From an optimization exercise on the open Yosys and OpenROAD flow, aimed at small area and a short achievable clock period; shortcuts taken in it are not production practice.
At most, simulation tests tie the RTL to the original design; equivalence was not proved.
Power figures rest on the tool's default switching activity, not on a simulated workload.

Setup of the baseline:
==> module dpram, before the edit <==
module dpram (
    clK,
    wr_EN,
    wr_ADDR,
    wr_DATA,
    rd_SELn,
    rd_DATA
    );
    parameter DATA = 16;
    parameter ADDR = 5;
    localparam DEPTH = 1 << ADDR;
    input  wire              clK;
    input  wire              wr_EN;
    input  wire [ADDR-1:0]   wr_ADDR;
    input  wire [DATA-1:0]   wr_DATA;
    input  wire [DEPTH-1:0]  rd_SELn;
    output reg  [DATA-1:0]   rd_DATA;
    reg  [DATA*DEPTH-1:0] Memory;
    wire [DATA*DEPTH-1:0] Memory_nxt;
    wire [DATA-1:0]       rd_mux;
    genvar r, b;
    generate
        for (r = 0; r < DEPTH; r = r + 1) begin : row
            wire we = wr_EN & (wr_ADDR == r);
            for (b = 0; b < DATA; b = b + 1) begin : bt
                dpram_wbit wbit (
                    .we(we),
                    .hold(~we),
                    .d(wr_DATA[b]),
                    .q(Memory[r*DATA + b]),
                    .nxt(Memory_nxt[r*DATA + b])
                    );
            end
        end
        for (b = 0; b < DATA; b = b + 1) begin : col
            wire [DEPTH-1:0] bits;
            for (r = 0; r < DEPTH; r = r + 1) begin : pick
                assign bits[r] = Memory[r*DATA + b];
            end
            dpram_rcol #(.DEPTH(DEPTH)) rcol (
                .bits(bits),
                .seln(rd_SELn),
                .y(rd_mux[b])
                );
        end
    endgenerate
    always @(posedge clK) begin
        Memory  <= Memory_nxt;
        rd_DATA <= rd_mux;
    end
endmodule
==> module fifo, before the edit <==
module fifo (
    clK,
    fifo_WR,
    fifo_IN,
    fifo_RD,
    fifo_OUT,
    rsT,
    statuS
    );
    parameter DATA = 16;
    parameter ADDR = 5;
    localparam DEPTH = 1 << ADDR;
    input clK;
    input  wire              fifo_WR;
    input  wire [DATA-1:0]   fifo_IN;
    input  wire              fifo_RD;
    output wire [DATA-1:0]   fifo_OUT;
    input  wire              rsT;
    output wire [1:0]        statuS;
    reg         [ADDR-1:0]   Address_In;
    reg         [3:0]        Read_Lo;
    reg         [DEPTH/4-1:0] Read_Hi;
    reg         [1:0]        Diff;
    wire        [DEPTH-1:0]  read_sel_n;
    genvar r;
    generate
        for (r = 0; r < DEPTH; r = r + 1) begin : rsel
            assign read_sel_n[r] = ~(Read_Lo[r % 4] & Read_Hi[r / 4]);
        end
    endgenerate
    dpram #(.DATA(DATA), .ADDR(ADDR)) Fifomem (
        .clK(clK),
        .wr_EN(fifo_WR),
        .wr_ADDR(Address_In),
        .wr_DATA(fifo_IN),
        .rd_SELn(read_sel_n),
        .rd_DATA(fifo_OUT)
        );
    assign statuS = Diff;
    always @(posedge clK) begin
        if (rsT) begin
            Address_In <= 0;
            Read_Lo    <= 4'b0001;
            Read_Hi    <= {{(DEPTH/4-1){1'b0}}, 1'b1};
            Diff       <= 0;
        end
        else begin
            if (fifo_WR)
                Address_In <= Address_In + 1'b1;
            if (fifo_RD) begin
                Read_Lo <= {Read_Lo[2:0], Read_Lo[3]};
                if (Read_Lo[3])
                    Read_Hi <= {Read_Hi[DEPTH/4-2:0], Read_Hi[DEPTH/4-1]};
            end
            if (fifo_WR & ~fifo_RD)
                Diff <= Diff + 1'b1;
            else if (fifo_RD & ~fifo_WR)
                Diff <= Diff - 1'b1;
        end
    end
endmodule
Settings: LEC_CHECK=0, CAP_MARGIN=20, CORE_MARGIN=2, CORE_UTILIZATION=65, SETUP_SLACK_MARGIN=1.3, SLEW_MARGIN=20, SYNTH_HIERARCHICAL=1; clock period 3.0 ns.
run.sh (not shown) runs the stock make flow with config.mk's settings and CLKGATE_MAP_FILE= SYNTH_SCRIPT=/design/flow/synth_recipe.tcl, a recipe that flattens the netlist after the stock synthesis.
### the baseline -> the candidate
--- a/flow/design.v
+++ b/flow/design.v
@@ -2,7 +2,9 @@
     clK,
     wr_EN,
-    wr_ADDR,
+    wr_LO,
+    wr_HI,
     wr_DATA,
-    rd_SELn,
+    rd_LO,
+    rd_HI,
     rd_DATA
     );
@@ -10,21 +12,27 @@
     parameter ADDR = 5;
     localparam DEPTH = 1 << ADDR;
+    localparam GROUPS = DEPTH / 4;
     input  wire              clK;
     input  wire              wr_EN;
-    input  wire [ADDR-1:0]   wr_ADDR;
+    input  wire [3:0]        wr_LO;
+    input  wire [GROUPS-1:0] wr_HI;
     input  wire [DATA-1:0]   wr_DATA;
-    input  wire [DEPTH-1:0]  rd_SELn;
+    input  wire [3:0]        rd_LO;
+    input  wire [GROUPS-1:0] rd_HI;
     output reg  [DATA-1:0]   rd_DATA;
     reg  [DATA*DEPTH-1:0] Memory;
     wire [DATA*DEPTH-1:0] Memory_nxt;
     wire [DATA-1:0]       rd_mux;
+    wire [DEPTH-1:0]      rd_SELn;      
     genvar r, b;
     generate
         for (r = 0; r < DEPTH; r = r + 1) begin : row
-            wire we = wr_EN & (wr_ADDR == r);
+            wire we   = wr_EN & wr_LO[r % 4] & wr_HI[r / 4];
+            wire hold = ~we;
+            assign rd_SELn[r] = ~(rd_LO[r % 4] & rd_HI[r / 4]);
             for (b = 0; b < DATA; b = b + 1) begin : bt
                 dpram_wbit wbit (
                     .we(we),
-                    .hold(~we),
+                    .hold(hold),
                     .d(wr_DATA[b]),
                     .q(Memory[r*DATA + b]),
@@ -77,4 +85,5 @@
     parameter ADDR = 5;
     localparam DEPTH = 1 << ADDR;
+    localparam GROUPS = DEPTH / 4;
     input clK;
     input  wire              fifo_WR;
@@ -84,21 +93,17 @@
     input  wire              rsT;
     output wire [1:0]        statuS;
-    reg         [ADDR-1:0]   Address_In;
+    reg         [3:0]        Write_Lo;
+    reg         [GROUPS-1:0] Write_Hi;
     reg         [3:0]        Read_Lo;
-    reg         [DEPTH/4-1:0] Read_Hi;
+    reg         [GROUPS-1:0] Read_Hi;
     reg         [1:0]        Diff;
-    wire        [DEPTH-1:0]  read_sel_n;
-    genvar r;
-    generate
-        for (r = 0; r < DEPTH; r = r + 1) begin : rsel
-            assign read_sel_n[r] = ~(Read_Lo[r % 4] & Read_Hi[r / 4]);
-        end
-    endgenerate
     dpram #(.DATA(DATA), .ADDR(ADDR)) Fifomem (
         .clK(clK),
         .wr_EN(fifo_WR),
-        .wr_ADDR(Address_In),
+        .wr_LO(Write_Lo),
+        .wr_HI(Write_Hi),
         .wr_DATA(fifo_IN),
-        .rd_SELn(read_sel_n),
+        .rd_LO(Read_Lo),
+        .rd_HI(Read_Hi),
         .rd_DATA(fifo_OUT)
         );
@@ -106,16 +111,20 @@
     always @(posedge clK) begin
         if (rsT) begin
-            Address_In <= 0;
-            Read_Lo    <= 4'b0001;
-            Read_Hi    <= {{(DEPTH/4-1){1'b0}}, 1'b1};
-            Diff       <= 0;
+            Write_Lo <= 4'b0001;
+            Write_Hi <= {{(GROUPS-1){1'b0}}, 1'b1};
+            Read_Lo  <= 4'b0001;
+            Read_Hi  <= {{(GROUPS-1){1'b0}}, 1'b1};
+            Diff     <= 0;
         end
         else begin
-            if (fifo_WR)
-                Address_In <= Address_In + 1'b1;
+            if (fifo_WR) begin
+                Write_Lo <= {Write_Lo[2:0], Write_Lo[3]};
+                if (Write_Lo[3])
+                    Write_Hi <= {Write_Hi[GROUPS-2:0], Write_Hi[GROUPS-1]};
+            end
             if (fifo_RD) begin
                 Read_Lo <= {Read_Lo[2:0], Read_Lo[3]};
                 if (Read_Lo[3])
-                    Read_Hi <= {Read_Hi[DEPTH/4-2:0], Read_Hi[DEPTH/4-1]};
+                    Read_Hi <= {Read_Hi[GROUPS-2:0], Read_Hi[GROUPS-1]};
             end
             if (fifo_WR & ~fifo_RD)
[summary]
- The candidate: flow completed, timing, DRC and antenna clean
- On sum of net half-perimeters after detailed placement, the candidate does better than the baseline.
- The candidate against the baseline: shortest clock period the worst path allows after layout higher; detailed-route wire length shows a reduction of 4.8%; number of antenna violations at the first check in global routing moved up; register area now sits higher.
- The candidate ended with more netlist area before placement than the baseline.
- Sequential cell count on the candidate is up relative to the baseline.
- The candidate reports a lower first-pass GRT wire length than the baseline does.
- The candidate vs the baseline, die boundary height went up by 0.36%.
- Against the baseline as the reference, the candidate delivers a higher final period utilization.
- The candidate ended up with Read_Lo[1] as its launching instance or port of the critical path; the baseline ended up with Read_Hi[1].
- Looking at part of the power in registers, the candidate sits 0.7 points above the baseline.
- For synthesized cell count, the baseline and the candidate come out practically identical.
- Cell area, the baseline and the candidate: larger value in the baseline
- As of the candidate, total leakage power had fallen by a few percent compared to the baseline.
The RTL of the baseline was laid out without a check of its function.

## afterwards: timing with drivers on the ports
The flow's constraints put no driver on any port. The routed layouts listed below were extracted and timed again, unchanged, in two steps.
Step 1 sets driving cells, clkbuf_16 on the clock port and buf_2 on the other inputs (assumed; they add their load-dependent delay and slew).
Step 2, shift: input delay + t, output delay - t, t = (earliest + latest rising clock arrival at the registers) / 2. This alone moves slack from input paths to output paths.
a / b / c = no drivers / after step 1 / after step 2; a / b = the first two.
run | t, ns | slack for setup (ns) | worst setup path at the end | pins driven straight from the clock port
the baseline | 0.630 | 1.228 / 1.228 / 0.677 | input to register | 1
the candidate | 0.625 | 1.207 / 1.207 / 0.753 | input to register | 1
After both steps every run listed still meets setup and hold. For the baseline, which loses most, drivers alone change the setup slack by 0.000 ns; drivers and shift together by -0.551 ns.
